What follows belongs to an exercise in optimizing a design on an open flow for small area, a short achievable clock period and few clock cycles; a production flow would make more cautious choices. RTL that was checked went through simulation tests only; none was proved equivalent to the original. For runs 5 to 7, only the layout was checked, not whether the RTL still works. No activity file was given, so power comes from the tool's default toggle rates.

[design/flow/run.sh]
#!/bin/bash
# synth_recipe.tcl (not shown) runs the flow's synth.tcl, then flattens the netlist and writes it again
# the make line also repeats each setting of config.mk as NAME=value (left out here)
make -C /OpenROAD-flow-scripts/flow DESIGN_CONFIG=/design/flow/config.mk WORK_HOME=/design/flow/orfs CLKGATE_MAP_FILE= SYNTH_SCRIPT=/design/flow/synth_recipe.tcl finish
[design/flow/config.mk]
export PLATFORM = sky130hd
export DESIGN_NAME = process
export DESIGN_NICKNAME = process
export VERILOG_FILES = /design/flow/design.v
export SDC_FILE = /design/flow/constraint.sdc
export NUM_CORES = 4
export LEC_CHECK = 0
export CAP_MARGIN = 20
export CORE_MARGIN = 2
export CORE_UTILIZATION = 40
export SLEW_MARGIN = 20
[design/flow/constraint.sdc]
create_clock -name core_clock -period 25.0 [get_ports {clk}]
set_input_delay 5.0000 -clock core_clock [delete_from_list [all_inputs] [get_ports {clk}]]
set_output_delay 5.0000 -clock core_clock [all_outputs]
set_load 0.01 [all_outputs]
[design/flow/design.v]
`timescale 1ns / 1ps
module process (
        input                clk,
        input                rst,
        input  [23:0]        in_pix,
        output [7:0]         str_addr,
        input  [15:0]        str_data,
        output reg [5:0]     row, col,
        output reg           out_we,
        output [23:0]        out_pix,
        output reg           gray_done,
        output reg           compress_done,
        output reg           encode_done
    );
	localparam PH_GRAY = 2'd0, PH_CMP = 2'd1, PH_ENC = 2'd2, PH_DONE = 2'd3;
	localparam C_P1 = 2'd0, C_P3 = 2'd1, C_P2 = 2'd2, C_WT = 2'd3;
	localparam E_RD = 2'd0, E_AL = 2'd1, E_WK = 2'd2;
	localparam T_NONE = 2'd0, T_P1 = 2'd1, T_P2 = 2'd2, T_ER = 2'd3;
	reg [1:0]  ph;
	reg [1:0]  gs;           
	reg [1:0]  cp;           
	reg [1:0]  ep;           
	reg [7:0]  g_q;          
	reg [1:0]  v_tag;        
	reg [1:0]  d_tag;        
	reg [3:0]  d_k;          
	reg [23:0] in_q;
	reg [11:0] S;            
	reg [11:0] D;            
	reg [4:0]  beta;
	reg [15:0] bm;           
	reg        div_go, div_rdy;
	reg [3:0]  dcnt;
	reg [7:0]  num, qh, ql, avgB;
	reg [3:0]  rh, rl;
	reg [15:0] val;          
	reg [7:0]  q0, oth;
	reg        found;
	reg [3:0]  s;            
	reg [3:0]  p;            
	wire [7:0] blk = {row[5:2], col[5:2]};
	wire [3:0] k   = {row[1:0], col[1:0]};
	assign out_pix  = {8'd0, g_q, 8'd0};
	assign str_addr = blk;
	wire [7:0] G = in_q[15:8];
	wire [7:0] cr = in_q[23:16], cg = in_q[15:8], cb = in_q[7:0];
	wire       rg  = cr > cg;
	wire [7:0] mx1 = rg ? cr : cg;
	wire [7:0] mn1 = rg ? cg : cr;
	wire [7:0] mx  = (cb > mx1) ? cb : mx1;
	wire [7:0] mn  = (cb < mn1) ? cb : mn1;
	wire [8:0] mm  = mx + mn;
	wire [7:0] avg  = S[11:4];
	wire [8:0] diff = {1'b0, G} - {1'b0, avg};
	wire       ge   = ~diff[8];
	wire [4:0] dl   = 5'd16 - beta;
	wire [4:0] th   = {rh, num[7]};
	wire [4:0] tl   = {rl, num[7]};
	wire       gh   = th >= beta;
	wire       gl   = tl >= dl;
	wire [4:0] th2  = th - beta;
	wire [4:0] tl2  = tl - dl;
	wire [12:0] sad = {D, 1'b0} - {9'd0, S[3:0]};
	function [1:0] madd3;   
		input [1:0] a, b;
		case ({a, b})
		4'b0000, 4'b0110, 4'b1001: madd3 = 2'd0;
		4'b0001, 4'b0100, 4'b1010: madd3 = 2'd1;
		4'b0010, 4'b1000, 4'b0101: madd3 = 2'd2;
		default:                   madd3 = 2'bxx;
		endcase
	endfunction
	function [1:0] neg3;
		input [1:0] a;
		neg3 = {a[0], a[1]};
	endfunction
	reg [1:0]  pre [0:15];
	reg [15:0] v3;
	reg [1:0]  r3;
	reg [1:0]  up;
	integer i, l, bs;
	always @(*) begin
		for (i = 0; i < 16; i = i + 1)
			pre[i] = {1'b0, val[15-i]};
		for (l = 0; l < 4; l = l + 1)
			for (i = 0; i < 16; i = i + 1)
				if ((i >> l) & 1) begin
					bs = ((i >> (l + 1)) << (l + 1)) + (1 << l) - 1;
					up = ((i & ((1 << l) - 1)) % 2 == 0) ? neg3(pre[bs]) : pre[bs];
					pre[i] = madd3(up, pre[i]);
				end
		r3 = pre[15];
		v3[15] = 1'b0;
		for (i = 0; i < 15; i = i + 1)
			v3[14-i] = (pre[i] == 2'd2) | (pre[i] == 2'd1 & val[14-i]);
	end
	wire [3:0] s_al = found ? s : (G != q0) ? 4'd15 : 4'd1;
	wire [3:0] sx   = (ep == E_AL) ? s_al : s;
	wire [3:0] pc   = (ep == E_AL) ? 4'd1 : p;
	wire [3:0] pp   = (pc == sx) ? pc + 4'd1 : pc;
	wire       eqp  = (ep == E_AL) ? bm[pp + 4'd1] : bm[pp];
	wire [7:0] lvl  = eqp ? q0 : oth;
	reg [5:0] n_row, n_col;
	reg       n_we;
	reg [1:0] n_tag;
	reg [1:0] nb_ph, nb_cp, nb_ep;
	reg [7:0] n_blk;
	reg [3:0] n_k;
	reg       p3go;
	always @(posedge clk) begin
		in_q  <= in_pix;
		d_tag <= v_tag;
		d_k   <= k;
		case (d_tag)
		T_P1: S <= (d_k == 4'd0 ? 12'd0 : S) + G;
		T_P2: begin
			D    <= (d_k == 4'd0 ? 12'd0 : D) + (ge ? {4'd0, diff[7:0]} : 12'd0);
			beta <= (d_k == 4'd0 ? 5'd0 : beta) + ge;
			bm   <= {bm[14:0], ge};
		end
		T_ER: begin
			bm <= {(G == q0) | (d_k == 4'd0), bm[15:1]};
			if (d_k == 4'd0) begin
				q0 <= G;
				found <= 1'b0;
			end else if (!found && G != q0) begin
				found <= 1'b1;
				s <= d_k;
				oth <= G;
			end
		end
		default: ;
		endcase
		div_go <= (d_tag == T_P2) && (d_k == 4'd15);
		if (div_go) begin
			num  <= sad[11:4];
			avgB <= avg;
			rh   <= 4'd0;
			rl   <= 4'd0;
			dcnt <= 4'd11;
		end else if (dcnt != 4'd0) begin
			num <= {num[6:0], 1'b0};
			rh  <= gh ? th2[3:0] : th[3:0];
			rl  <= gl ? tl2[3:0] : tl[3:0];
			qh  <= {qh[6:0], gh};
			ql  <= {ql[6:0], gl};
			dcnt <= dcnt - 4'd1;
			if (dcnt == 4'd1) div_rdy <= 1'b1;
		end
		gray_done     <= 1'b0;
		compress_done <= 1'b0;
		n_we  = 1'b0;
		n_tag = T_NONE;
		nb_ph = ph;
		nb_cp = cp;
		nb_ep = ep;
		n_blk = blk;
		n_k   = 4'd0;
		n_row = row;
		n_col = col;
		p3go  = 1'b0;
		case (ph)
		PH_GRAY: begin
			g_q <= mm[8:1];
			gs  <= gs + 2'd1;
			n_col[0] = ~col[0];
			if (gs == 2'd3)
				{n_row, n_col[5:1]} = {row, col[5:1]} + 11'd1;
			n_we = ~gs[1] & gs[0] | gs[1] & ~gs[0];
			if (gs == 2'd3 && {row, col} == 12'hfff) begin
				gray_done <= 1'b1;
				nb_ph = PH_CMP;
				nb_cp = C_P1;
				n_tag = T_P1;
				n_we  = 1'b0;
			end
		end
		PH_CMP: begin
			case (cp)
			C_P1: if (k != 4'd15) begin
					n_tag = T_P1; n_k = k + 4'd1;
				end else if (blk == 8'd0) begin
					nb_cp = C_P2; n_tag = T_P2; div_rdy <= 1'b0;
				end else begin
					n_blk = blk - 8'd1;
					if (div_rdy) begin
						nb_cp = C_P3; p3go = 1'b1;
					end else
						nb_cp = C_WT;
				end
			C_P3: if (k != 4'd15) begin
					n_k = k + 4'd1; p3go = 1'b1;
				end else if (blk != 8'd255) begin
					n_blk = blk + 8'd1;
					nb_cp = C_P2; n_tag = T_P2; div_rdy <= 1'b0;
				end else begin
					compress_done <= 1'b1;
					nb_ph = PH_ENC;
					nb_ep = E_RD;
					n_blk = 8'd0;
					n_tag = T_ER;
				end
			C_P2: if (k != 4'd15) begin
					n_tag = T_P2; n_k = k + 4'd1;
				end else if (blk != 8'd255) begin
					n_blk = blk + 8'd1;
					nb_cp = C_P1; n_tag = T_P1;
				end else
					nb_cp = C_WT;
			default: if (div_rdy) begin
					nb_cp = C_P3; p3go = 1'b1;
				end
			endcase
			if (p3go) begin
				g_q <= bm[15] ? avgB + qh : avgB - ql;
				bm  <= {bm[14:0], 1'b0};
				n_we = 1'b1;
			end
			n_row = {n_blk[7:4], n_k[3:2]};
			n_col = {n_blk[3:0], n_k[1:0]};
		end
		PH_ENC: begin
			case (ep)
			E_RD: begin
				if (k == 4'd0)
					val <= str_data;
				if (k != 4'd15) begin
					n_tag = T_ER; n_k = k + 4'd1;
				end else
					nb_ep = E_AL;
			end
			default: begin
				if (ep == E_AL)
					s <= s_al;
				nb_ep = E_WK;
				if (val != 16'd0) begin
					val <= v3;
					p   <= pp + 4'd1;
					n_k = pp;
					if (r3 != 2'd0) begin
						n_we = 1'b1;
						g_q  <= (r3 == 2'd1) ? lvl + 8'd1 : lvl - 8'd1;
					end
				end else if (blk != 8'd255) begin
					n_blk = blk + 8'd1;
					nb_ep = E_RD;
					n_tag = T_ER;
				end else begin
					nb_ph = PH_DONE;
					encode_done <= 1'b1;
				end
			end
			endcase
			n_row = {n_blk[7:4], n_k[3:2]};
			n_col = {n_blk[3:0], n_k[1:0]};
		end
		default: ;
		endcase
		ph     <= nb_ph;
		cp     <= nb_cp;
		ep     <= nb_ep;
		v_tag  <= n_tag;
		out_we <= n_we;
		row    <= n_row;
		col    <= n_col;
		if (rst) begin
			ph <= PH_GRAY;
			gs <= 2'd0;
			v_tag <= T_NONE;
			d_tag <= T_NONE;
			out_we <= 1'b0;
			row <= 6'd0;
			col <= 6'd0;
			gray_done <= 1'b0;
			compress_done <= 1'b0;
			encode_done <= 1'b0;
			dcnt <= 4'd0;
			div_go <= 1'b0;
		end
	end
endmodule
==> run notes, run 1 <==
crit path capture type=output pin; detailed router's first-iteration violation count=799; Fillers=3281; first-pass GRT wire length=53600 um; CP peak stage delay=680 ps; top cells by count, synth=nor2_1, a21oi_1, ha_1; max_slew headroom=31.0%; Fin. Hold Viols=0; CTS max path bufs=2; Root Buffer=clkbuf_16; period utilisation layout=27.1%; largest net degree at the start of global routing=30; Critical Path RT=20000 ps; Pre-antenna DRT Iters=6; Worst R2R End=g_q[6]$_DFFE_PP_; Post-route DRC=0; vias in the first global route=10511; sequential area share after synthesis=36.1%; postcts setup bufs=0; CTS tree=built; distinct cell type count of the synthesized netlist=74; yosys warns=2; Clk pwr share=22.8%; worst reg2reg startpoint=p[0]$_DFFE_PP_; WL final=33000 um; Tmin final=6780 ps; Post-CTS Resized=0; top-area cell type share of the netlist area=23.7%; area leader, netlist=edfxtp_1; Area contributors post-synth=edfxtp_1, dfxtp_1, ha_1, a21oi_1, xnor2_1; Max IR drop VDD=0.0550 mV; core area=0.0343 mm2; cts hold-fix bufs=0; Buffers on Ports=73; DR vias=11240; Setup Viol. Count Final=0; max-slew violation count=0; GP Congestion=0.849; WL/cell=16.0 um; Reg2Reg Depth=23; Area growth, synth to finish=11.6%; worst reg2reg setup slack=18680 ps; WP data arrival=1780 ps; CTS sink cnt=195; Row Count=68; maxcap violations=0; Lkg Pwr=6.17 nW; Mapped Cells=1570; P_int=0.764 mW; fmax=148 MHz; critical path peak fanout=17; Hold Path Class=flop to flop; Flop pwr share=37.6%; asr flop ratio synth=0%; DIE WIDTH=190 um; Mapped Area=0.0138 mm2; Hold Crit Depth=0; cell chain of the critical path=clkdlybuf4s50_1; nets@finish=1767; die height=190 um; diode count=0; most common cell in the synthesized netlist=nor2_1; initial core utilization=40.4%; grt ovf=0; Worst Setup Start Kind=flop; status=timing/DRC/antenna clean; cell family with most CP delay=flip-flops; TritonCTS buffer count=17; Sw Share=37.7%; Slowest cell on crit path=dfxtp_1; Fin Setup TNS=0 ps; clock slew at reported path FFs=80 ps; Clock Latency Late Sink=460 ps; Synth Flop Type=edfxtp_1; combinational fraction of design power=39.5%; hold_sp=col[0]$_SDFFE_PP0P_; synthesized flop and latch total=195; GRT Overall Usage=18.4%; Setup WS pre-CTS=18710 ps; clock skew=21.4 ps; post-detail-place hpwl=23900 um; die area=0.0361 mm2; Post-synth EDFFs=109; H-tree depth=4; antenna violations before repair=0; Top Ports=90; fin worst setup slack=18220 ps; RSZ-0062 raised after global routing=no; pwr dens=79.4 mW/mm2; Sw Pwr=0.462 mW; Vias per Instance=5.45; Worst Setup Path Type=flop to output pin; layout cells sized above 1=4.66%; Worst-Margin Slew=1040 ps; Crit path buffers/inverters=1; Final ANT Viol Nets=0; hold endpoint=d_k[0]$_DFF_P_; Avg Inst Size Synth=8.81 um2
==> sequential cells by signal, summed over array words and instances, names as in the netlist, 5 cells and up <==
name	flops
D	11
S	12
avgB	8
beta	5
bm	16
col	6
g_q	8
in_q	24
num	8
oth	8
q0	8
qh	8
ql	8
row	6
val	16
==> cell usage in the layout, fill, tap and decap left out, drive strengths merged, types with 12 or more instances in the layout <==
master,synthesis,routed
a211oi,16,16
a21o,31,31
a21oi,148,148
a221oi,14,14
a31oi,19,19
and2,18,18
buf,33,15
clkbuf,64,20
clkdlybuf4s50,0,73
conb,1,16
dfxtp,86,86
edfxtp,109,109
ha,122,122
inv,107,112
mux2,15,15
mux2i,39,39
nand2,104,104
nand2b,14,14
nand3,43,43
nand4,14,14
nor2,159,159
nor2b,23,23
nor3,29,29
o21a,14,14
o21ai,96,96
o21bai,12,12
o22ai,25,25
xnor2,78,78
xor2,25,25
==> through the flow <==
step | hold WS, ps | cells | utilization, % | power, mW | instance area (um2)
2_1_floorplan | 392 | 1585 | - | 0.813 | 13900
3_3_place_gp | 427 | 2030 | 43.3 | 0.943 | 14800
3_5_place_dp | 428 | 2031 | 43.3 | 0.952 | 14800
4_1_cts | 435 | 2063 | 45.0 | 1.24 | 15400
5_1_grt | 447 | 2063 | 45.1 | 1.31 | 15400
6_report | 434 | 2063 | 45.1 | 1.23 | 15400
==> layer usage <==
metal  GRT usage [%]  part of all wire (%)  up-vias
li1                -                     -     5643
met1            24.0                    46     5280
met2            31.5                    48      274
met3            2.80                   4.1       43
met4            5.04                   1.7        0
met5               0                     0        -
==> power by group through the flow <==
stage	combinational, mW	sequential [mW]	clock, mW
after floorplan	0.360	0.453	0
after global placement	0.475	0.468	0
after detailed placement	0.483	0.469	0
after CTS	0.487	0.462	0.286
after global routing	0.540	0.470	0.299
final	0.484	0.461	0.280
==> how the worst max path moves through the flow <==
| stage | from | end | slack, ps | depth (start not counted) |
|---|---|---|---|---|
| after floorplan | rst | col[3]$_SDFFE_PP0P_ | 19280 | 3 |
| after detailed placement | row[2]$_SDFFE_PP0P_ | str_addr[4] | 18710 | 1 |
| final | row[2]$_SDFFE_PP0P_ | row[2] | 18220 | 1 |
| after CTS | row[2]$_SDFFE_PP0P_ | row[2] | 18210 | 1 |
| after global routing | row[2]$_SDFFE_PP0P_ | str_addr[4] | 18170 | 1 |
| after global placement | in_q[9]$_DFF_P_ | g_q[7]$_DFFE_PP_ | 18530 | 28 |
==> layout make-up <==
cell class / instances / area (um2) / area share, %
Multi-Input combinational cell: 1183 / 8030 / 52.0
Clock buffer: 20 / 479 / 3.10
Timing Repair Buffer: 88 / 847 / 5.48
Sequential cell: 195 / 4990 / 32.3
Clock inverter: 12 / 111 / 0.721
Inverter: 110 / 413 / 2.67
Tap cell: 455 / 569 / 3.69
==> cell families (layout without fill, tap and decap cells) <==
kind of cell,count (synthesis),count (layout),share of synthesized area (%)
other cells,1,16,0.0271
xor+xnor,103,103,6.57
mux,55,55,4.23
compound gates,432,432,19.4
fa+ha+maj,130,130,12.2
flops,195,195,36.1
simple gates,447,447,15.1
buf+inv,207,230,6.40
Testbench counts, summed over its fixed seeds: cycles 436,486.
==> run 2, diff against run 1 <==
--- a/design/flow/design.v
+++ b/design/flow/design.v
@@ -15,3 +15,3 @@
 	localparam PH_GRAY = 2'd0, PH_CMP = 2'd1, PH_ENC = 2'd2, PH_DONE = 2'd3;
-	localparam C_P1 = 2'd0, C_P3 = 2'd1, C_P2 = 2'd2, C_WT = 2'd3;
+	localparam C_P1 = 2'd0, C_P3 = 2'd1, C_P2 = 2'd2;
 	localparam E_RD = 2'd0, E_AL = 2'd1, E_WK = 2'd2;
@@ -31,11 +31,15 @@
 	reg [15:0] bm;           
-	reg        div_go, div_rdy;
-	reg [3:0]  dcnt;
-	reg [7:0]  num, qh, ql, avgB;
-	reg [3:0]  rh, rl;
-	reg [15:0] val;          
-	reg [7:0]  q0, oth;
-	reg        found;
-	reg [3:0]  s;            
-	reg [3:0]  p;            
+	reg [15:0] qv;           
+	reg [7:0]  x0;           
+	reg [7:0]  x1;           
+	reg [3:0]  x2;           
+	reg [3:0]  x3;           
+	reg        x4;           
+	wire [7:0] qh = qv[15:8], ql = qv[7:0], avgB = x0, num = x1;
+	wire [3:0] rh = x2, rl = x3;
+	wire       first = x4;
+	wire [15:0] val = qv;
+	wire [7:0] q0 = x0, oth = x1;
+	wire [3:0] s = x2, p = x3;
+	wire       found = x4;
 	wire [7:0] blk = {row[5:2], col[5:2]};
@@ -46,7 +50,5 @@
 	wire [7:0] cr = in_q[23:16], cg = in_q[15:8], cb = in_q[7:0];
-	wire       rg  = cr > cg;
-	wire [7:0] mx1 = rg ? cr : cg;
-	wire [7:0] mn1 = rg ? cg : cr;
-	wire [7:0] mx  = (cb > mx1) ? cb : mx1;
-	wire [7:0] mn  = (cb < mn1) ? cb : mn1;
+	wire       rg  = cr >= cg, rb = cr >= cb, gb = cg >= cb;
+	wire [7:0] mx  = (rg & rb) ? cr : gb ? cg : cb;
+	wire [7:0] mn  = (~rg & ~rb) ? cr : gb ? cb : cg;
 	wire [8:0] mm  = mx + mn;
@@ -72,25 +74,38 @@
 	endfunction
-	function [1:0] neg3;
-		input [1:0] a;
-		neg3 = {a[0], a[1]};
+	function [2:0] step3;
+		input [1:0] r;
+		input       b;
+		case ({r, b})
+		3'b000:  step3 = 3'b0_00;
+		3'b001:  step3 = 3'b0_01;
+		3'b010:  step3 = 3'b0_10;
+		3'b011:  step3 = 3'b1_00;
+		3'b100:  step3 = 3'b1_01;
+		3'b101:  step3 = 3'b1_10;
+		default: step3 = 3'bxxx;
+		endcase
 	endfunction
-	reg [1:0]  pre [0:15];
+	reg [1:0]  pre [0:7];    
+	reg [1:0]  rin;
+	reg [2:0]  t1, t0;
 	reg [15:0] v3;
 	reg [1:0]  r3;
-	reg [1:0]  up;
 	integer i, l, bs;
 	always @(*) begin
-		for (i = 0; i < 16; i = i + 1)
-			pre[i] = {1'b0, val[15-i]};
-		for (l = 0; l < 4; l = l + 1)
-			for (i = 0; i < 16; i = i + 1)
+		for (i = 0; i < 8; i = i + 1)
+			pre[i] = (val[15-2*i -: 2] == 2'd3) ? 2'd0 : val[15-2*i -: 2];
+		for (l = 0; l < 3; l = l + 1)
+			for (i = 0; i < 8; i = i + 1)
 				if ((i >> l) & 1) begin
 					bs = ((i >> (l + 1)) << (l + 1)) + (1 << l) - 1;
-					up = ((i & ((1 << l) - 1)) % 2 == 0) ? neg3(pre[bs]) : pre[bs];
-					pre[i] = madd3(up, pre[i]);
-				end
-		r3 = pre[15];
-		v3[15] = 1'b0;
-		for (i = 0; i < 15; i = i + 1)
-			v3[14-i] = (pre[i] == 2'd2) | (pre[i] == 2'd1 & val[14-i]);
+					pre[i] = madd3(pre[bs], pre[i]);
+				end
+		r3 = pre[7];
+		for (i = 0; i < 8; i = i + 1) begin
+			rin = (i == 0) ? 2'd0 : pre[i-1];
+			t1 = step3(rin, val[15-2*i]);
+			t0 = step3(t1[1:0], val[14-2*i]);
+			v3[15-2*i] = t1[2];
+			v3[14-2*i] = t0[2];
+		end
 	end
@@ -123,8 +138,8 @@
 			if (d_k == 4'd0) begin
-				q0 <= G;
-				found <= 1'b0;
+				x0 <= G;
+				x4 <= 1'b0;
 			end else if (!found && G != q0) begin
-				found <= 1'b1;
-				s <= d_k;
-				oth <= G;
+				x4 <= 1'b1;
+				x2 <= d_k;
+				x1 <= G;
 			end
@@ -133,17 +148,14 @@
 		endcase
-		div_go <= (d_tag == T_P2) && (d_k == 4'd15);
-		if (div_go) begin
-			num  <= sad[11:4];
-			avgB <= avg;
-			rh   <= 4'd0;
-			rl   <= 4'd0;
-			dcnt <= 4'd11;
-		end else if (dcnt != 4'd0) begin
-			num <= {num[6:0], 1'b0};
-			rh  <= gh ? th2[3:0] : th[3:0];
-			rl  <= gl ? tl2[3:0] : tl[3:0];
-			qh  <= {qh[6:0], gh};
-			ql  <= {ql[6:0], gl};
-			dcnt <= dcnt - 4'd1;
-			if (dcnt == 4'd1) div_rdy <= 1'b1;
+		if (ph == PH_CMP && cp == C_P1) begin
+			if (k == 4'd1) begin
+				x1 <= sad[11:4];
+				x0 <= avg;
+				x2 <= 4'd0;
+				x3 <= 4'd0;
+			end else if (k >= 4'd2 && k <= 4'd12) begin
+				x1 <= {num[6:0], 1'b0};
+				x2 <= gh ? th2[3:0] : th[3:0];
+				x3 <= gl ? tl2[3:0] : tl[3:0];
+				qv <= {qh[6:0], gh, ql[6:0], gl};
+			end
 		end
@@ -175,2 +187,3 @@
 				n_we  = 1'b0;
+				x4 <= 1'b1;
 			end
@@ -181,10 +194,7 @@
 					n_tag = T_P1; n_k = k + 4'd1;
-				end else if (blk == 8'd0) begin
-					nb_cp = C_P2; n_tag = T_P2; div_rdy <= 1'b0;
+				end else if (first) begin
+					nb_cp = C_P2; n_tag = T_P2; x4 <= 1'b0;
 				end else begin
 					n_blk = blk - 8'd1;
-					if (div_rdy) begin
-						nb_cp = C_P3; p3go = 1'b1;
-					end else
-						nb_cp = C_WT;
+					nb_cp = C_P3; p3go = 1'b1;
 				end
@@ -194,3 +204,3 @@
 					n_blk = blk + 8'd1;
-					nb_cp = C_P2; n_tag = T_P2; div_rdy <= 1'b0;
+					nb_cp = C_P2; n_tag = T_P2;
 				end else begin
@@ -204,10 +214,7 @@
 					n_tag = T_P2; n_k = k + 4'd1;
-				end else if (blk != 8'd255) begin
+				end else begin
 					n_blk = blk + 8'd1;
 					nb_cp = C_P1; n_tag = T_P1;
-				end else
-					nb_cp = C_WT;
-			default: if (div_rdy) begin
-					nb_cp = C_P3; p3go = 1'b1;
-				end
+				end
+			default: ;
 			endcase
@@ -225,3 +232,3 @@
 				if (k == 4'd0)
-					val <= str_data;
+					qv <= str_data;
 				if (k != 4'd15) begin
@@ -233,7 +240,7 @@
 				if (ep == E_AL)
-					s <= s_al;
+					x2 <= s_al;
 				nb_ep = E_WK;
 				if (val != 16'd0) begin
-					val <= v3;
-					p   <= pp + 4'd1;
+					qv <= v3;
+					x3 <= pp + 4'd1;
 					n_k = pp;
@@ -276,4 +283,2 @@
 			encode_done <= 1'b0;
-			dcnt <= 4'd0;
-			div_go <= 1'b0;
 		end
==> run notes, run 2 <==
Clock Latency Late Sink=440 ps; GRT Overall Usage=20.8%; Worst Setup Path Type=flop to output pin; CTS max path bufs=2; period utilisation layout=26.9%; Crit path buffers/inverters=1; cell family with most CP delay=flip-flops; Max IR drop VDD=0.0705 mV; yosys warns=2; Synth Area in Simple Gates=15.6%; post-synthesis adder-cell area fraction=14.5%; cell chain of the critical path=clkdlybuf4s50_1; nets@finish=1723; Largest register FFs=24; top cells by count, synth=a21oi_1, nor2_1, ha_1; post-synthesis mux area share=5.47%; critical path peak fanout=13; Pre-antenna DRT Iters=7; first-pass GRT wire length=55200 um; layout cells sized above 1=4.56%; fmax=149 MHz; Worst-Margin Slew=1010 ps; main combinational cell family by area after synthesis=compound AO/OA/AOI/OAI gates; commonest cells after routing, fill and taps aside=a21oi_1, nor2_1, ha_1; area leader, netlist=dfxtp_1; clock skew=13.7 ps; Fin Setup TNS=0 ps; Fin. Hold Viols=0; Compound-Gate Fraction of Synth Area=23.4%; Critical Path RT=20000 ps; Slowest cell on crit path=dfxtp_1; DR vias=10989; Top Ports=90; detailed router's first-iteration violation count=686; Area growth, synth to finish=12.2%; Avg Inst Size Synth=8.16 um2; Root Buffer=clkbuf_16; H-tree depth=4; status=timing/DRC/antenna clean; Post-route DRC=0; initial core utilization=40.5%; Post-CTS Resized=0; post-detail-place hpwl=24800 um; WP data arrival=1720 ps; clock slew at reported path FFs=60 ps; Hold Path Class=flop to flop; Fillers=3011; most common cell in the synthesized netlist=a21oi_1; fin worst setup slack=18280 ps; vias in the first global route=10474; Top reg by flops=in_q; diode count=0; pwr dens=140 mW/mm2; max_slew headroom=32.4%; max-slew violation count=0; synthesized flop and latch total=149; TritonCTS buffer count=17; post-synthesis xor/xnor area fraction=6.74%; Post-synth EDFFs=40; maxcap violations=0; Setup WS pre-CTS=18410 ps; Lkg Pwr=5.73 nW; Worst Setup Start Kind=flop; Setup Viol. Count Final=0; top-area cell type share of the netlist area=17.6%; die area=0.0323 mm2; Area contributors post-synth=dfxtp_1, ha_1, edfxtp_1, a21oi_1, nor2_1; distinct cell type count of the synthesized netlist=73; core area=0.0305 mm2; Row Count=64; Synth Flop Type=dfxtp_1; asr flop ratio synth=0%; antenna violations before repair=0; Mapped Cells=1515; CTS tree=built; Mapped Area=0.0124 mm2; largest net degree at the start of global routing=31; die height=180 um; sequential area share after synthesis=27.4%; WL/cell=17.2 um; Buffers on Ports=73; CTS sink cnt=149; Vias per Instance=5.63; Tmin final=6720 ps; FF+latch area=0.00338 mm2; Regs by FF count=in_q: 24 flops, bm: 16 flops, qv: 16 flops; cts hold-fix bufs=0; area of the multi-input gates=0.00821 mm2; DIE WIDTH=180 um; crit path capture type=output pin; WL final=33500 um; RSZ-0062 raised after global routing=no; CP peak stage delay=650 ps; most common cell after layout, fill and taps aside=a21oi_1; Final ANT Viol Nets=0; postcts setup bufs=0; grt ovf=0; GP Congestion=0.881
[run 2: cell types whose count changed after synthesis, sizes merged, moves of 8 or more]
| cell | change |
|---|---|
| nand4 | -9 |
| xnor2 | -15 |
| dfxtp | +23 |
| o221ai | +15 |
| ha | +8 |
| mux2i | +14 |
| edfxtp | -69 |
| nor2 | -11 |
| nand3 | -16 |
[run 2: power breakdown]
group	internal [mW]	leakage, nW	switching [mW]	total [mW]
Clock	0.144	0.268	0.110	0.253
Sequential	0.321	1.28	0.0885	0.409
Combinational	0.554	4.18	0.731	1.28
[run 2: metal layers]
layer / routed length [um] / vias to the layer above / global-route usage, %
met5: 0 / - / 0
met4: 543 / 0 / 5.69
met3: 1590 / 39 / 3.28
met2: 16000 / 279 / 35.5
met1: 15300 / 5228 / 27.2
li1: - / 5443 / -
[run 2: final timing paths]
check | from | end | slack [ps] | cells after the start
hold reg to reg | v_tag[1]$_SDFF_PP0_ | d_tag[1]$_SDFF_PP0_ | 440 | 1
hold / removal | v_tag[1]$_SDFF_PP0_ | d_tag[1]$_SDFF_PP0_ | 440 | 1
setup / recovery | col[1]$_SDFFE_PP0P_ | col[1] | 18280 | 1
setup reg to reg | ep[1]$_SDFFCE_PP0P_ | g_q[6]$_DFFE_PP_ | 18580 | 24
[run 2: kinds of logic after synthesis]
family,count (synthesis)
AOI/OAI and AO/OA,454
xor gates and xnor gates,93
adders and majority gates,139
buffers and inverters,196
DFF,149
muxes,66
other,1
and+or+nand+nor,417
[run 2: stage by stage]
stage	hold slack (ps)	util, %	cell area (um2)	power (mW)	std cells
final	442	45.5	13900	1.95	1952
after global routing	458	45.5	13900	2.13	1952
after CTS	443	45.5	13900	1.94	1952
after detailed placement	428	43.6	13300	1.68	1920
after global placement	420	43.6	13300	1.66	1920
after floorplan	392	-	12400	1.38	1530
[run 2: final cells by class]
| class | count | area share (%) |
|---|---|---|
| clock buffers | 22 | 3.35 |
| clock inverters | 10 | 0.703 |
| inverters | 102 | 2.76 |
| multi-input cells | 1185 | 59.1 |
| flip-flops and latches | 149 | 24.4 |
| well taps | 396 | 3.57 |
| repair buffers | 88 | 6.08 |
Testbench counts of run 2, summed over its fixed seeds: cycles 436,518.
==> run 3, diff against run 2 <==
==> design/flow/flow/run.sh (new file) <==
#!/bin/bash
# The standard layout, with ORFS's repair_timing aiming for a setup slack
# of at least 19.5 ns at the design's 25 ns clock, so that the port buffers and
# slow drivers on the longest paths are sized for speed. make's full output
# goes to standard.log; ORFS keeps each step's log under orfs/logs.
set -euo pipefail
bash standard.sh SETUP_SLACK_MARGIN=19.5 finish > standard.log 2>&1
==> design/flow/standard.sh (new file) <==
#!/bin/bash
# synth_recipe.tcl (not shown) runs the flow's synth.tcl, then flattens the netlist and writes it again
# the make line also repeats each setting of config.mk as NAME=value (left out here)
make -C /OpenROAD-flow-scripts/flow DESIGN_CONFIG=/design/flow/config.mk WORK_HOME=/design/flow/orfs CLKGATE_MAP_FILE= SYNTH_SCRIPT=/design/flow/synth_recipe.tcl "${@:-finish}"
removed: design/flow/run.sh
==> run notes, run 3 <==
status=timing/DRC/antenna clean; Post-synth EDFFs=40; Setup Viol. Count Final=0; Worst Setup Path Type=flop to output pin; Critical Path RT=20000 ps; first-pass GRT wire length=55200 um; most common cell in the synthesized netlist=a21oi_1; worst reg2reg startpoint=in_q[10]$_DFF_P_; Worst Setup Start Kind=flop; period utilisation layout=24.1%; Largest register FFs=24; GP Congestion=0.874; Lkg Pwr=6.06 nW; Hold Crit Depth=1; clock skew=17.1 ps; CTS tree=built; fmax=166 MHz; Synth Flop Type=dfxtp_1; die height=180 um; GRT Overall Usage=21.0%; largest net degree at the start of global routing=31; synthesized flop and latch total=149; DR vias=11065; Crit path buffers/inverters=1; max_slew headroom=29.8%; WP data arrival=1020 ps; Mapped Area=0.0124 mm2; Avg Inst Size Synth=8.16 um2; CTS sink cnt=149; Final ANT Viol Nets=0; Hold Path Class=flop to flop; Top reg by flops=in_q; commonest cells after routing, fill and taps aside=a21oi_1, nor2_1, ha_1; area leader, netlist=dfxtp_1; worst reg2reg setup slack=19630 ps; clock slew at reported path FFs=70 ps; top-area cell type share of the netlist area=17.6%; Fillers=2965; Fin. Hold Viols=0; nets@finish=1754; pwr dens=145 mW/mm2; Vias per Instance=5.58; die area=0.0323 mm2; Row Count=64; core area=0.0305 mm2; area post-placement=0.0133 mm2; hold_sp=v_tag[0]$_SDFF_PP0_; cell chain of the critical path=buf_2; top cells by count, synth=a21oi_1, nor2_1, ha_1; antenna violations before repair=0; maxcap violations=0; yosys warns=2; detailed router's first-iteration violation count=785; sequential area share after synthesis=27.4%; WL/cell=17.4 um; Max IR drop VDD=0.0797 mV; Worst-Margin Slew=1050 ps; vias in the first global route=10615; grt ovf=0; RSZ-0062 raised after global routing=yes; Regs by FF count=in_q: 24 flops, bm: 16 flops, qv: 16 flops; Area contributors post-synth=dfxtp_1, ha_1, edfxtp_1, a21oi_1, nor2_1; final instance area=0.0144 mm2; Area growth, synth to finish=16.3%; Fin Setup TNS=0 ps; post-detail-place hpwl=24900 um; critical path peak fanout=1; hold endpoint=d_tag[0]$_SDFF_PP0_; DIE WIDTH=180 um; cts hold-fix bufs=0; area of the multi-input gates=0.00838 mm2; CP peak stage delay=420 ps; H-tree depth=4; Top Ports=90; TritonCTS buffer count=17; Buffers on Ports=73; distinct cell type count of the synthesized netlist=73; CP startpoint=g_q[1]$_DFFE_PP_; Reg2Reg Depth=24; Pre-antenna DRT Iters=5; Root Buffer=clkbuf_16; Post-route DRC=0; crit path capture type=output pin; Mapped Cells=1515; FF+latch area=0.00345 mm2; Slowest cell on crit path=edfxtp_1; diode count=0; Util after Layout=47.1%; Worst R2R End=g_q[5]$_DFFE_PP_; max-slew violation count=0; initial core utilization=40.5%; CTS max path bufs=2; layout cells sized above 1=11.5%; Tmin final=6020 ps; asr flop ratio synth=0%; WL final=34400 um; cell family with most CP delay=flip-flops; Clock Latency Late Sink=450 ps
run 3: cell type report:
class | count | share of cell area (%)
Tap cell | 396 | 3.44
Clock buffer | 17 | 2.96
Timing Repair Buffer | 119 | 7.31
Clock inverter | 15 | 1.39
Sequential cell | 149 | 24.0
Inverter | 102 | 2.66
Multi-Input combinational cell | 1185 | 58.2
run 3: through the flow:
stage          hold WS [ps]  total power, mW  std cells  setup WS (ps)
2_1_floorplan           392             1.38       1530          19500
3_3_place_gp            420             1.66       1921          18460
3_5_place_dp            429             1.68       1921          18440
4_1_cts                 443             2.02       1972          18970
5_1_grt                 455             2.26       1983          18940
6_report                439             2.09       1983          18980
run 3: worst max-delay path by stage:
stage / slack, ps / end / cells after the start
after floorplan: 19500 / str_addr[0] / 1
after global placement: 18460 / col[5]$_SDFFE_PP0P_ / 2
after detailed placement: 18440 / row[2]$_SDFFE_PP0P_ / 2
after CTS: 18970 / out_pix[15] / 1
after global routing: 18940 / out_pix[8] / 1
final: 18980 / out_pix[9] / 1
run 3: kinds of logic after synthesis:
family	count (synthesis)	synth area share, %
DFF	149	27.4
adders and majority gates	139	14.5
xor gates and xnor gates	93	6.74
and+or+nand+nor	417	15.6
other	1	0.0303
AOI/OAI and AO/OA	454	23.4
muxes	66	5.47
buffers and inverters	196	6.86
run 3: timing repair:
action	CTS	global route
cloned	0	0
buffers inserted	19	11
pin swaps	5	14
endpoints found under the setup margin	66	42
resized for setup	198	26
run 3: report_power, final:
group | leakage [nW] | switching, mW | internal, mW | total (mW)
registers | 1.29 | 0.0834 | 0.322 | 0.406
clock network | 0.309 | 0.114 | 0.168 | 0.282
logic | 4.46 | 0.781 | 0.620 | 1.40
total | 6.06 | 0.979 | 1.11 | 2.09
run 3: per-layer routing:
layer | share of wire, % | vias up | GRT usage (%)
li1 | - | 5504 | -
met1 | 44 | 5206 | 26.4
met2 | 49 | 306 | 36.0
met3 | 5.7 | 49 | 4.42
met4 | 2.2 | 0 | 6.60
met5 | 0 | - | 0
==> run 4, diff against run 3 <==
==> design/flow/flow/run.sh (replaced) <==
#!/bin/bash
# The standard layout, with ORFS's repair_timing aiming for a setup slack
# of at least 19 ns at the design's 25 ns clock, so that the port buffers and
# slow drivers on the longest paths are sized for speed. make's full output
# goes to standard.log; ORFS keeps each step's log under orfs/logs.
set -euo pipefail
bash standard.sh SETUP_SLACK_MARGIN=19 finish > standard.log 2>&1
==> run notes, run 4 <==
status=timing/DRC/antenna clean; Area growth, synth to finish=12.7%; die height=180 um; RSZ-0062 raised after global routing=yes; Fin. Hold Viols=0; CP peak stage delay=410 ps; cell family with most CP delay=flip-flops; initial core utilization=40.5%; Worst-Margin Slew=1000 ps; Mapped Area=0.0124 mm2; Pre-antenna DRT Iters=5; Worst Setup Start Kind=flop; diode count=0; P_int=1.02 mW; top-area cell type share of the netlist area=17.6%; Sw Pwr=0.942 mW; DIE WIDTH=180 um; Hold Path Class=flop to flop; critical path peak fanout=1; GRT Overall Usage=21.0%; vias in the first global route=10579; Fin Setup TNS=0 ps; area leader, netlist=dfxtp_1; worst reg2reg startpoint=ep[1]$_SDFFCE_PP0P_; Clk pwr share=13.0%; hold_sp=col[0]$_SDFFE_PP0N_; Crit path buffers/inverters=1; Util after Layout=45.7%; Avg Inst Size Synth=8.16 um2; Sw Share=48.0%; cell chain of the critical path=buf_2; post-synthesis mux area share=5.47%; detailed router's first-iteration violation count=717; fmax=166 MHz; Vias per Instance=5.66; Lkg Pwr=5.88 nW; clock skew=13.2 ps; core area=0.0305 mm2; main combinational cell family by area after synthesis=compound AO/OA/AOI/OAI gates; post-synthesis adder-cell area fraction=14.5%; Worst Setup Path Type=flop to output pin; grt ovf=0; WL final=34200 um; yosys warns=2; DR vias=11122; Regs by FF count=in_q: 24 flops, bm: 16 flops, qv: 16 flops; max-slew violation count=0; sequential area share after synthesis=27.4%; WL/cell=17.4 um; post-detail-place hpwl=24800 um; Top reg by flops=in_q; Post-route DRC=0; Flop pwr share=20.6%; CP startpoint=g_q[5]$_DFFE_PP_; Area contributors post-synth=dfxtp_1, ha_1, edfxtp_1, a21oi_1, nor2_1; GP Congestion=0.881; most common cell after layout, fill and taps aside=a21oi_1; combinational fraction of design power=66.4%; WP data arrival=1010 ps; Compound-Gate Fraction of Synth Area=23.4%; Slowest cell on crit path=edfxtp_1; Root Buffer=clkbuf_16; Critical Path RT=20000 ps; Row Count=64; die area=0.0323 mm2; CTS tree=built; CTS sink cnt=149; maxcap violations=0; synthesized flop and latch total=149; Synth Flop Type=dfxtp_1; CTS max path bufs=2; max_slew headroom=32.9%; TritonCTS buffer count=17; period utilisation layout=24.0%; Final ANT Viol Nets=0; Mapped Cells=1515; Post-synth EDFFs=40; Max IR drop VDD=0.0708 mV; Top Ports=90; layout cells sized above 1=9.30%; commonest cells after routing, fill and taps aside=a21oi_1, nor2_1, ha_1; H-tree depth=4; Largest register FFs=24; Fillers=3020; largest net degree at the start of global routing=31; antenna violations before repair=0; nets@finish=1737; Buffers on Ports=73; crit path capture type=output pin; most common cell in the synthesized netlist=a21oi_1; clock slew at reported path FFs=70 ps; top cells by count, synth=a21oi_1, nor2_1, ha_1; distinct cell type count of the synthesized netlist=73; first-pass GRT wire length=55700 um; post-synthesis xor/xnor area fraction=6.74%; Setup Viol. Count Final=0; asr flop ratio synth=0%; Tmin final=6010 ps; Hold Slack=416 ps; Synth Area in Simple Gates=15.6%; Clock Latency Late Sink=440 ps; pwr dens=141 mW/mm2
[run 4: changes by cell type in the layout (fill, tap and decap cells not counted), sizes merged]
cell,change
clkinvlp,+2
clkinv,-4
bufinv,-3
clkbuf,+8
clkdlybuf4s50,+3
dlymetal6s2s,-1
dlygate4sd2,-1
buf,-21
[run 4: final timing paths]
check                          end  slack (ps)  depth (start not counted)
setup reg to reg  g_q[6]$_DFFE_PP_       19240                         24
hold / removal      d_k[0]$_DFF_P_         420                          0
hold reg to reg     d_k[0]$_DFF_P_         420                          0
setup / recovery       out_pix[13]       18990                          1
[run 4: cell families after synthesis]
logic type	count (synthesis)
xor+xnor	93
simple gates	417
flops	149
compound gates	454
other cells	1
fa+ha+maj	139
mux	66
buf+inv	196
[run 4: routing by layer]
layer  global-route usage [%]  part of all wire [%]  vias up
met5                        0                     0        -
met3                     3.16                   4.2       51
met2                     36.1                    48      298
met1                     27.4                    46     5297
met4                     6.11                   1.9        0
li1                         -                     -     5476
[run 4: power by group through the flow]
stage                     sequential [mW]  clock, mW  combinational, mW
after floorplan                     0.379          0               1.00
final                               0.404      0.255               1.30
after global placement              0.412          0               1.25
after CTS                           0.402      0.259               1.28
after detailed placement            0.411          0               1.27
after global routing                0.413      0.269               1.46
[run 4: what timing repair did]
| action | CTS | global route |
|---|---|---|
| pin swaps | 0 | 1 |
| hold buffers | 0 | 0 |
| buffers inserted | 14 | 0 |
| resized for setup | 156 | 19 |
| endpoints found under the setup margin | 42 | 14 |
[run 4: worst reg2reg max path: stages (launching register included)]
cell	delay, ps
edfxtp_1	490
nor3b_2	400
a211oi_1	90
a31oi_1	430
a211oi_4	150
xnor2_1	300
inv_1	80
ha_1	240
a21oi_2	240
xnor2_4	220
mux2i_1	140
a22o_1	270
o21ai_4	240
and2_4	260
mux2_2	380
fa_1	430
a21o_1	180
a21oi_1	220
nor2b_1	70
o21ai_0	180
nand2b_1	110
xnor2_1	130
o21ai_0	90
nand2_1	90
o21ai_1	60
[run 4: per-stage QoR]
step / area [um2] / worst slack, ps / power, mW / instances
after floorplan: 12400 / 19340 / 1.38 / 1530
after global placement: 13300 / 18470 / 1.66 / 1920
after detailed placement: 13300 / 18410 / 1.68 / 1920
after CTS: 13900 / 18920 / 1.94 / 1966
after global routing: 13900 / 18890 / 2.14 / 1966
final: 13900 / 18990 / 1.96 / 1966
[run 4: area by class of cell]
class	count	area, um2	area share (%)
clock buffer	22	465	3.34
clock inverter	10	97.6	0.700
inverter	102	383	2.75
multi-input combinational	1185	8260	59.3
sequential	149	3440	24.7
tap	396	495	3.56
timing repair buffer	102	787	5.65
==> run 5, diff against run 4 <==
--- a/design/flow/design.v
+++ b/design/flow/design.v
@@ -18,2 +18,4 @@
 	localparam T_NONE = 2'd0, T_P1 = 2'd1, T_P2 = 2'd2, T_ER = 2'd3;
+	localparam A_HOLD = 3'd0, A_INC = 3'd1, A_TOG = 3'd2, A_DEC = 3'd3,
+	           A_CLRK = 3'd4, A_WALK = 3'd5, A_NEXT = 3'd6;
 	reg [1:0]  ph;
@@ -60,6 +62,8 @@
 	wire [4:0] tl   = {rl, num[7]};
-	wire       gh   = th >= beta;
-	wire       gl   = tl >= dl;
-	wire [4:0] th2  = th - beta;
-	wire [4:0] tl2  = tl - dl;
+	wire [5:0] dh   = {1'b0, th} - {1'b0, beta};
+	wire [5:0] dq   = {1'b0, tl} - {1'b0, dl};
+	wire       gh   = ~dh[5];
+	wire       gl   = ~dq[5];
+	wire [4:0] th2  = dh[4:0];
+	wire [4:0] tl2  = dq[4:0];
 	wire [12:0] sad = {D, 1'b0} - {9'd0, S[3:0]};
@@ -121,4 +125,4 @@
 	reg [1:0] nb_ph, nb_cp, nb_ep;
-	reg [7:0] n_blk;
-	reg [3:0] n_k;
+	reg [2:0] am;            
+	reg [11:0] a_inc, n_a;
 	reg       p3go;
@@ -168,6 +172,3 @@
 		nb_ep = ep;
-		n_blk = blk;
-		n_k   = 4'd0;
-		n_row = row;
-		n_col = col;
+		am    = A_HOLD;
 		p3go  = 1'b0;
@@ -177,7 +178,5 @@
 			gs  <= gs + 2'd1;
-			n_col[0] = ~col[0];
-			if (gs == 2'd3)
-				{n_row, n_col[5:1]} = {row, col[5:1]} + 11'd1;
+			am  = (gs == 2'd3) ? A_INC : A_TOG;
 			n_we = ~gs[1] & gs[0] | gs[1] & ~gs[0];
-			if (gs == 2'd3 && {row, col} == 12'hfff) begin
+			if (gs == 2'd3 && {blk, k} == 12'hfff) begin
 				gray_done <= 1'b1;
@@ -193,26 +192,28 @@
 			C_P1: if (k != 4'd15) begin
-					n_tag = T_P1; n_k = k + 4'd1;
+					n_tag = T_P1; am = A_INC;
 				end else if (first) begin
-					nb_cp = C_P2; n_tag = T_P2; x4 <= 1'b0;
+					nb_cp = C_P2; n_tag = T_P2; x4 <= 1'b0; am = A_CLRK;
 				end else begin
-					n_blk = blk - 8'd1;
-					nb_cp = C_P3; p3go = 1'b1;
-				end
-			C_P3: if (k != 4'd15) begin
-					n_k = k + 4'd1; p3go = 1'b1;
-				end else if (blk != 8'd255) begin
-					n_blk = blk + 8'd1;
-					nb_cp = C_P2; n_tag = T_P2;
-				end else begin
-					compress_done <= 1'b1;
-					nb_ph = PH_ENC;
-					nb_ep = E_RD;
-					n_blk = 8'd0;
-					n_tag = T_ER;
-				end
-			C_P2: if (k != 4'd15) begin
-					n_tag = T_P2; n_k = k + 4'd1;
-				end else begin
-					n_blk = blk + 8'd1;
-					nb_cp = C_P1; n_tag = T_P1;
+					nb_cp = C_P3; p3go = 1'b1; am = A_DEC;
+				end
+			C_P3: begin
+					am = A_INC;
+					if (k != 4'd15) begin
+						p3go = 1'b1;
+					end else if (blk != 8'd255) begin
+						nb_cp = C_P2; n_tag = T_P2;
+					end else begin
+						compress_done <= 1'b1;
+						nb_ph = PH_ENC;
+						nb_ep = E_RD;
+						n_tag = T_ER;
+					end
+				end
+			C_P2: begin
+					am = A_INC;
+					if (k != 4'd15)
+						n_tag = T_P2;
+					else begin
+						nb_cp = C_P1; n_tag = T_P1;
+					end
 				end
@@ -225,4 +226,2 @@
 			end
-			n_row = {n_blk[7:4], n_k[3:2]};
-			n_col = {n_blk[3:0], n_k[1:0]};
 		end
@@ -234,3 +233,3 @@
 				if (k != 4'd15) begin
-					n_tag = T_ER; n_k = k + 4'd1;
+					n_tag = T_ER; am = A_INC;
 				end else
@@ -245,3 +244,3 @@
 					x3 <= pp + 4'd1;
-					n_k = pp;
+					am = A_WALK;
 					if (r3 != 2'd0) begin
@@ -251,3 +250,3 @@
 				end else if (blk != 8'd255) begin
-					n_blk = blk + 8'd1;
+					am = A_NEXT;
 					nb_ep = E_RD;
@@ -260,4 +259,2 @@
 			endcase
-			n_row = {n_blk[7:4], n_k[3:2]};
-			n_col = {n_blk[3:0], n_k[1:0]};
 		end
@@ -265,2 +262,13 @@
 		endcase
+		a_inc = {blk, k | {4{am == A_NEXT}}} + 12'd1;
+		case (am)
+		A_INC, A_NEXT: n_a = a_inc;
+		A_TOG:         n_a = {blk, k[3:1], ~k[0]};
+		A_DEC:         n_a = {blk - 8'd1, 4'd0};
+		A_CLRK:        n_a = {blk, 4'd0};
+		A_WALK:        n_a = {blk, pp};
+		default:       n_a = {blk, k};
+		endcase
+		n_row = {n_a[11:8], n_a[3:2]};
+		n_col = {n_a[7:4], n_a[1:0]};
 		ph     <= nb_ph;
==> run notes, run 5 <==
status=timing/DRC/antenna clean; DR vias=11067; GRT Overall Usage=21.0%; clock slew at reported path FFs=80 ps; CTS max path bufs=2; die area=0.0324 mm2; pwr dens=125 mW/mm2; CTS sink cnt=149; Post-synth EDFFs=40; Area contributors post-synth=dfxtp_1, ha_1, edfxtp_1, a21oi_1, nor2_1; asr flop ratio synth=0%; critical path peak fanout=1; commonest cells after routing, fill and taps aside=nor2_1, a21oi_1, ha_1; top cells by count, synth=nor2_1, a21oi_1, ha_1; Worst-Margin Slew=1010 ps; Synth Flop Type=dfxtp_1; vias in the first global route=10377; Pre-antenna DRT Iters=5; Worst Setup Path Type=flop to output pin; Lkg Pwr=6.06 nW; clock skew=18.6 ps; maxcap violations=0; GP Congestion=0.909; crit path capture type=output pin; cts hold-fix bufs=0; Top Ports=90; TritonCTS buffer count=17; Avg Inst Size Synth=8.13 um2; Crit path buffers/inverters=1; Mapped Area=0.0124 mm2; Tmin final=6040 ps; Post-route DRC=0; Slowest cell on crit path=edfxtp_1; detailed router's first-iteration violation count=711; Hold Slack=455 ps; WL final=34300 um; period utilisation layout=24.2%; DIE WIDTH=180 um; CTS tree=built; power consumption=1.75 mW; post-detail-place hpwl=25300 um; RSZ-0062 raised after global routing=yes; Top reg by flops=in_q; cell chain of the critical path=buf_2; antenna violations before repair=0; Root Buffer=clkbuf_16; initial core utilization=40.6%; most common cell in the synthesized netlist=nor2_1; largest net degree at the start of global routing=33; area post-placement=0.0134 mm2; most common cell after layout, fill and taps aside=nor2_1; WL/cell=17.2 um; cell family with most CP delay=flip-flops; Final ANT Viol Nets=0; Regs by FF count=in_q: 24 flops, bm: 16 flops, qv: 16 flops; Area growth, synth to finish=13.6%; final instance area=0.0141 mm2; Row Count=64; H-tree depth=4; nets@finish=1758; layout cells sized above 1=10.3%; max-slew violation count=0; Buffers on Ports=73; core area=0.0305 mm2; area leader, netlist=dfxtp_1; top-area cell type share of the netlist area=17.6%; Fin Setup TNS=0 ps; first-pass GRT wire length=54800 um; Largest register FFs=24; die height=180 um; Clock Latency Late Sink=460 ps; CP peak stage delay=420 ps; distinct cell type count of the synthesized netlist=75; Vias per Instance=5.56; yosys warns=2; Max IR drop VDD=0.0677 mV; synthesized flop and latch total=149; sequential area share after synthesis=27.3%; Hold Path Class=flop to flop; WP data arrival=1040 ps; Worst Setup Start Kind=flop; grt ovf=0; max_slew headroom=32.3%; Critical Path RT=20000 ps; diode count=0; Mapped Cells=1523; Fin. Hold Viols=0; fmax=165 MHz; Setup Viol. Count Final=0
run 5: cell types whose count changed in the layout (fill, tap and decap cells not counted), sizes merged, moves of 8 or more:
cell,change
o21ai,-12
nor2,+22
a21oi,-8
buf,+11
run 5: cells by family after synthesis:
kind of cell / count (synthesis) / share of synthesized area (%)
AOI/OAI and AO/OA: 437 / 22.7
xor gates and xnor gates: 92 / 6.51
adders and majority gates: 136 / 14.2
buffers and inverters: 181 / 6.29
DFF: 149 / 27.3
muxes: 60 / 4.98
other: 1 / 0.0303
and+or+nand+nor: 467 / 17.9
run 5: path summary, 6_finish.rpt:
check,startpoint,endpoint,slack (ps),cells after the start
max,g_q[7]$_DFFE_PP_,out_pix[15],18960,1
min,v_tag[1]$_SDFF_PP0_,d_tag[1]$_SDFF_PP0_,460,1
max reg2reg,x3[3]$_DFF_P_,g_q[6]$_DFFE_PP_,19180,23
min reg2reg,v_tag[1]$_SDFF_PP0_,d_tag[1]$_SDFF_PP0_,460,1
run 5: routing by layer:
metal  global-route usage (%)  routed length, um
met5                        0                  0
met4                     7.06                712
met3                     3.69               1760
met1                     28.7              16400
met2                     33.3              15400
run 5: repair_timing:
action | in CTS | in global routing
gates cloned | 0 | 0
setup endpoints to repair | 33 | 22
pin swaps | 0 | 4
gates resized for setup | 154 | 19
setup buffers | 13 | 8
run 5: area by class of cell:
cell class / count / area [um2]
fill: 2951 / 16500
multi-input combinational: 1208 / 8310
clock inverter: 14 / 140
timing repair buffer: 111 / 865
tap: 396 / 495
clock buffer: 18 / 439
sequential: 149 / 3450
inverter: 95 / 357
run 5: worst register-to-register path: cells and delay by family, from the launching register on:
family          cells  cell delay [ps]
simple gates        4              770
mux                 2              510
fa+ha+maj           2              780
compound gates     12             2770
xor+xnor            1               80
buf+inv             2              290
flops               1              380
run 5: where the power goes:
group	internal, mW	switching (mW)
logic	0.474	0.622
clock network	0.134	0.122
registers	0.314	0.0846
total	0.923	0.830
run 5: metrics by stage:
| stage | utilization (%) | setup slack (ps) | cells |
|---|---|---|---|
| after global routing | 46.1 | 18880 | 1991 |
| after global placement | 43.9 | 18560 | 1938 |
| after CTS | 45.8 | 18950 | 1983 |
| after floorplan | - | 19340 | 1538 |
| after detailed placement | 43.9 | 18520 | 1938 |
| final | 46.1 | 18960 | 1991 |
==> run 6, diff against run 5 <==
--- a/design/flow/config.mk
+++ b/design/flow/config.mk
@@ -7,2 +7,3 @@
 export LEC_CHECK = 0
+export ABC_AREA = 1
 export CAP_MARGIN = 20
==> run notes, run 6 <==
status=timing/DRC/antenna clean; area leader, netlist=dfxtp_1; fmax=168 MHz; critical path peak fanout=1; Synth Flop Type=dfxtp_1; worst reg2reg setup slack=19720 ps; commonest cells after routing, fill and taps aside=nand2_1, inv_1, nor2_1; nets@finish=1976; hold endpoint=d_tag[0]$_SDFF_PP0_; GRT Overall Usage=22.2%; Post-route DRC=0; pwr dens=50.4 mW/mm2; Hold Crit Depth=2; top-area cell type share of the netlist area=17.9%; die area=0.0319 mm2; worst reg2reg startpoint=ep[1]$_SDFFCE_PP0P_; Fin. Hold Viols=0; grt ovf=0; vias in the first global route=10793; most common cell in the synthesized netlist=nand2_1; largest net degree at the start of global routing=33; Mapped Cells=1731; Reg2Reg Depth=32; H-tree depth=4; distinct cell type count of the synthesized netlist=61; die height=179 um; Crit path buffers/inverters=1; Max IR drop VDD=0.0473 mV; antenna violations before repair=0; sequential area share after synthesis=27.8%; Hold Slack=401 ps; Row Count=63; detailed router's first-iteration violation count=789; Top Ports=90; Regs by FF count=in_q: 24 flops, bm: 16 flops, qv: 16 flops; CP peak stage delay=380 ps; Mapped Area=0.0122 mm2; most common cell after layout, fill and taps aside=nand2_1; WL final=34800 um; Largest register FFs=24; Setup Viol. Count Final=0; clock skew=13.9 ps; Area contributors post-synth=dfxtp_1, ha_1, edfxtp_1, nand2_1, inv_1; Worst-Margin Slew=1040 ps; crit path capture type=output pin; DIE WIDTH=179 um; met3 Track Usage GR=3.62%; TritonCTS buffer count=17; top cells by count, synth=nand2_1, inv_1, nor2_1; maxcap violations=0; first-pass GRT wire length=55800 um; CTS sink cnt=149; Final ANT Viol Nets=0; Worst Setup Start Kind=flop; Root Buffer=clkbuf_16; Hold Path Class=flop to flop; post-detail-place hpwl=26900 um; yosys warns=2; most used routing layer=met2; Fin Setup TNS=0 ps; GP Congestion=0.902; clock slew at reported path FFs=70 ps; Avg Inst Size Synth=7.04 um2; hold_sp=v_tag[0]$_SDFF_PP0_; Post-synth EDFFs=40; Slowest cell on crit path=edfxtp_1; CTS max path bufs=2; Lkg Pwr=6.53 nW; core area=0.0298 mm2; M2 GR Usage=36.8%; cell chain of the critical path=buf_2; Critical Path RT=20000 ps; Worst R2R End=g_q[6]$_DFFE_PP_; Top reg by flops=in_q; Clock Latency Late Sink=440 ps; WL/cell=15.8 um; diode count=0; Worst Setup Path Type=flop to output pin; period utilisation layout=23.8%; initial core utilization=40.9%; synthesized flop and latch total=149; WP data arrival=960 ps; Fillers=3055; CTS tree=built; Vias per Instance=5.22; cell family with most CP delay=flip-flops; RSZ-0062 raised after global routing=no; DR vias=11503; met1 Usage GRT=30.0%; Tmin final=5960 ps; asr flop ratio synth=0%; max_slew headroom=30.5%; Util after Layout=46.4%; max-slew violation count=0; Area growth, synth to finish=13.3%; Pre-antenna DRT Iters=5; layout cells sized above 1=8.99%; Buffers on Ports=73; cts hold-fix bufs=0
-- run 6: cell count changes after synthesis, sizes merged, moves of 29 or more --
cell and change:
o21ai +91, xnor2 -39, mux2i -47, nand3 +67, inv +181, a21o -29, nand2 +177, nor2 +34
-- run 6: layout make-up --
cell class,count,area [um2],share of cell area [%]
multi-input combinational,1261,7510,54.4
timing repair buffer,92,712,5.15
inverter,279,1050,7.61
tap,390,488,3.53
sequential,149,3420,24.8
clock inverter,14,174,1.26
clock buffer,18,450,3.26
-- run 6: cell families (layout without fill, tap and decap cells) --
family | Yosys count | count (layout) | synth area share [%]
adder cells (fa/ha/maj) | 134 | 134 | 14.3
other | 1 | 16 | 0.0308
XOR/XNOR | 54 | 54 | 3.94
flip-flops | 149 | 149 | 27.8
buffers and inverters | 336 | 403 | 11.2
AND/OR/NAND/NOR | 629 | 629 | 22.5
AO/OA/AOI/OAI | 428 | 428 | 20.3
-- run 6: where the power goes --
part,internal (mW),leakage (nW),switching [mW],total (mW)
registers,0.265,1.28,0.00896,0.274
logic,0.0573,4.95,0.0886,0.146
clock network,0.164,0.297,0.113,0.277
total,0.486,6.53,0.211,0.697
-- run 6: worst min-delay path, delay by kind of cell (launching register included) --
family | cells | cell delay (ps)
buffers and inverters | 1 | 40
DFF | 1 | 300
and+or+nand+nor | 1 | 30
-- run 6: per-layer routing --
layer	vias up	part of all wire [%]
li1	5881	-
met1	5307	48
met2	279	46
met3	36	4.9
met4	0	1.4
met5	-	0
-- run 6: repair_timing --
action / 4_1_cts / 5_1_grt
setup endpoints to repair: 45 / 7
gates resized for setup: 145 / 7
buffers inserted: 11 / 0
-- run 6: worst max path at each step --
stage | from | end | slack, ps | depth (start not counted)
after floorplan | rst | row[1]$_SDFFE_PP0P_ | 19220 | 5
after global placement | rst | v_tag[0]$_SDFF_PP0_ | 18550 | 4
after detailed placement | rst | row[3]$_SDFFE_PP0P_ | 18490 | 4
after CTS | col[4]$_SDFFE_PP0P_ | str_addr[2] | 18970 | 1
after global routing | g_q[1]$_DFFE_PP_ | out_pix[9] | 19000 | 1
final | g_q[2]$_DFFE_PP_ | out_pix[10] | 19040 | 1
-- run 6: metrics by stage --
step / std cells / instance area, um2 / power, mW / setup WS [ps]
2_1_floorplan: 1746 / 12200 / 0.378 / 19220
5_1_grt: 2203 / 13800 / 0.732 / 19000
3_3_place_gp: 2160 / 13200 / 0.429 / 18550
4_1_cts: 2203 / 13800 / 0.702 / 18970
6_report: 2203 / 13800 / 0.697 / 19040
3_5_place_dp: 2160 / 13200 / 0.431 / 18490
==> run 7, diff against run 6 <==
--- a/design/flow/design.v
+++ b/design/flow/design.v
@@ -176,3 +176,2 @@
 		PH_GRAY: begin
-			g_q <= mm[8:1];
 			gs  <= gs + 2'd1;
@@ -222,3 +221,2 @@
 			if (p3go) begin
-				g_q <= bm[15] ? avgB + qh : avgB - ql;
 				bm  <= {bm[14:0], 1'b0};
@@ -245,6 +243,4 @@
 					am = A_WALK;
-					if (r3 != 2'd0) begin
+					if (r3 != 2'd0)
 						n_we = 1'b1;
-						g_q  <= (r3 == 2'd1) ? lvl + 8'd1 : lvl - 8'd1;
-					end
 				end else if (blk != 8'd255) begin
@@ -262,2 +258,4 @@
 		endcase
+		g_q <= ph[1] ? ((r3 == 2'd1) ? lvl + 8'd1 : lvl - 8'd1) :
+		       ph[0] ? (bm[15] ? avgB + qh : avgB - ql) : mm[8:1];
 		a_inc = {blk, k | {4{am == A_NEXT}}} + 12'd1;
==> run notes, run 7 <==
Area contributors post-synth=dfxtp_1, ha_1, nand2_1, edfxtp_1, inv_1; yosys warns=2; Hold Path Class=flop to flop; DR vias=11589; Fillers=3046; Reg2Reg Depth=31; Sw Pwr=0.224 mW; Setup WS pre-CTS=18540 ps; CP peak stage delay=310 ps; Slowest cell on crit path=dfxtp_1; asr flop ratio synth=0%; DIE WIDTH=178 um; Crit path buffers/inverters=1; cell family with most CP delay=flip-flops; Worst-Margin Slew=928 ps; CTS max path bufs=2; most common cell in the synthesized netlist=nand2_1; post-detail-place hpwl=26300 um; grt ovf=0; Max IR drop VDD=0.0460 mV; max-slew violation count=0; status=timing/DRC/antenna clean; FF+latch area=0.00334 mm2; initial core utilization=40.8%; Hold Slack=407 ps; hold_sp=row[1]$_SDFFE_PP0P_; worst reg2reg startpoint=in_q[15]$_DFF_P_; CTS sink cnt=149; area of the multi-input gates=0.00754 mm2; Top Ports=90; Post-synth EDFFs=32; H-tree depth=4; critical path peak fanout=1; combinational fraction of design power=24.5%; GRT Overall Usage=22.0%; Flop pwr share=40.0%; Avg Inst Size Synth=7.07 um2; area leader, netlist=dfxtp_1; Worst Setup Path Type=flop to output pin; Tmin final=5960 ps; Top reg by flops=in_q; Worst R2R End=g_q[6]$_DFF_P_; Row Count=63; most common cell after layout, fill and taps aside=nand2_1; cts hold-fix bufs=0; Sw Share=32.6%; sequential area share after synthesis=27.2%; core area=0.0297 mm2; Mapped Area=0.0121 mm2; worst reg2reg setup slack=19910 ps; Fin. Hold Viols=0; Clock Latency Late Sink=440 ps; die area=0.0317 mm2; CP startpoint=g_q[0]$_DFF_P_; Lkg Pwr=6.52 nW; antenna violations before repair=0; Setup Viol. Count Final=0; cell chain of the critical path=clkdlybuf4s15_1; Largest register FFs=24; Util after Layout=46.0%; Mapped Cells=1716; crit path capture type=output pin; largest net degree at the start of global routing=38; Hold Crit Depth=0; Worst Setup Start Kind=flop; fin worst setup slack=19040 ps; Vias per Instance=5.30; WP data arrival=960 ps; Critical Path RT=20000 ps; final std cells w/o fill=2187; Post-route DRC=0; cell count after placement=2143; Area growth, synth to finish=12.7%; die height=178 um; Root Buffer=clkbuf_16; Regs by FF count=in_q: 24 flops, bm: 16 flops, qv: 16 flops; layout cells sized above 1=9.40%; pwr dens=50.3 mW/mm2; Pre-antenna DRT Iters=9; Fin Setup TNS=0 ps; fmax=168 MHz; distinct cell type count of the synthesized netlist=64; clock slew at reported path FFs=60 ps; hold endpoint=d_k[3]$_DFF_P_; CTS tree=built; P_int=0.463 mW; GP Congestion=0.888; Final ANT Viol Nets=0; nets@finish=1960; RSZ-0062 raised after global routing=no; max_slew headroom=37.9%; first-pass GRT wire length=55200 um; detailed router's first-iteration violation count=858; vias in the first global route=10851; Buffers on Ports=73; Synth Flop Type=dfxtp_1; maxcap violations=0; TritonCTS buffer count=17; Clk pwr share=35.5%; period utilisation layout=23.9%; clock skew=14.2 ps; diode count=0; WL/cell=15.6 um; WL final=34200 um; top cells by count, synth=nand2_1, inv_1, nor2_1; synthesized flop and latch total=149; top-area cell type share of the netlist area=19.3%; commonest cells after routing, fill and taps aside=nand2_1, inv_1, nor2_1
run 7: cell types whose count changed in the layout (fill, tap and decap cells not counted), moves of 6 or more:
cell | previous run | this run
xor2_1 | 33 | 39
buf_2 | 30 | 23
nand2_1 | 277 | 292
nor2_1 | 192 | 161
o211ai_1 | 25 | 19
edfxtp_1 | 40 | 32
a221oi_1 | 1 | 9
a21oi_1 | 123 | 129
inv_1 | 259 | 248
o21ai_0 | 162 | 143
dfxtp_1 | 95 | 104
inv_2 | 16 | 22
run 7: area by class of cell:
type	count	share of cell area, %
Sequential cell	149	24.4
Clock buffer	20	3.34
Tap cell	390	3.57
Timing Repair Buffer	90	5.29
Inverter	274	7.58
Multi-Input combinational cell	1252	55.2
Clock inverter	12	0.577
run 7: worst max path at each step:
stage                                      to  slack, ps  depth (start not counted)
final                              out_pix[8]      19040                          1
after global routing                   col[1]      19010                          1
after detailed placement  row[5]$_SDFFE_PP0P_      18540                          4
after CTS                         str_addr[2]      18980                          1
after global placement    row[0]$_SDFFE_PP0P_      18550                          4
after floorplan            ph[1]$_SDFFE_PP0P_      19200                          5
run 7: cells by family (layout without fill, tap and decap cells):
logic type                 count (synthesis)  count (layout)  share of synthesized area (%)
adders and majority gates                134             134                           14.3
and+or+nand+nor                          621             621                           22.6
other                                      1              16                         0.0309
AOI/OAI and AO/OA                        427             427                           20.7
DFF                                      149             149                           27.2
xor gates and xnor gates                  54              54                           3.90
buffers and inverters                    330             396                           11.1
run 7: power by group through the flow:
stage | Clock, mW | Combinational [mW] | Sequential, mW
final | 0.244 | 0.168 | 0.275
after global routing | 0.257 | 0.192 | 0.277
after CTS | 0.249 | 0.170 | 0.275
after detailed placement | 0 | 0.171 | 0.282
after global placement | 0 | 0.169 | 0.281
after floorplan | 0 | 0.115 | 0.282
run 7: repair_timing:
item / 4_1_cts / 5_1_grt
setup buffers: 11 / 1
hold endpoints to repair: 0 / 0
resized for setup: 128 / 10
gates cloned: 0 / 0
setup endpoints to repair: 32 / 23
run 7: per-stage QoR:
stage | instance area (um2) | power, mW
after floorplan | 12200 | 0.397
after global placement | 13100 | 0.450
after detailed placement | 13100 | 0.452
after CTS | 13700 | 0.694
after global routing | 13700 | 0.727
final | 13700 | 0.687
run 7: metal layers:
metal  track usage [%]  part of all wire (%)
met4              8.06                   2.5
met1              30.3                    48
met2              34.9                    44
met3              3.32                   5.7
met5                 0                     0

-- static timing again, ports no longer ideal --
The flow's constraints put no driver on any port. The routed layouts listed below were extracted and timed again, unchanged, in two steps. Step 1 assumes that a clkbuf_16 drives the clock port and a buf_2 every other input. Step 2 also shifts input and output timing later by t, the mid clock arrival at the registers, as if the neighbouring blocks saw the same clock. a / b / c = no drivers / after step 1 / after step 2; a / b = the first two.
run | shift t [ns] | setup WS [ns] | worst setup path after step 2 | pins driven straight from the clock port
run 1 | 0.501 | 18.223 / 18.171 / 18.672 | register to output | 1
run 2 | 0.481 | 18.280 / 18.229 / 18.449 | input to register | 1
run 3 | 0.490 | 18.976 / 18.925 / 19.091 | input to register | 1
run 4 | 0.482 | 18.990 / 18.938 / 18.821 | input to register | 1
run 5 | 0.500 | 18.956 / 18.904 / 18.984 | input to register | 1
run 6 | 0.484 | 19.043 / 18.992 / 18.656 | input to register | 1
run 7 | 0.487 | 19.037 / 18.985 / 18.913 | input to register | 1
After both steps setup and hold are still met in every run listed. The setup slack of run 6, which loses most, moves by -0.051 ns with the drivers and by -0.387 ns with both steps.
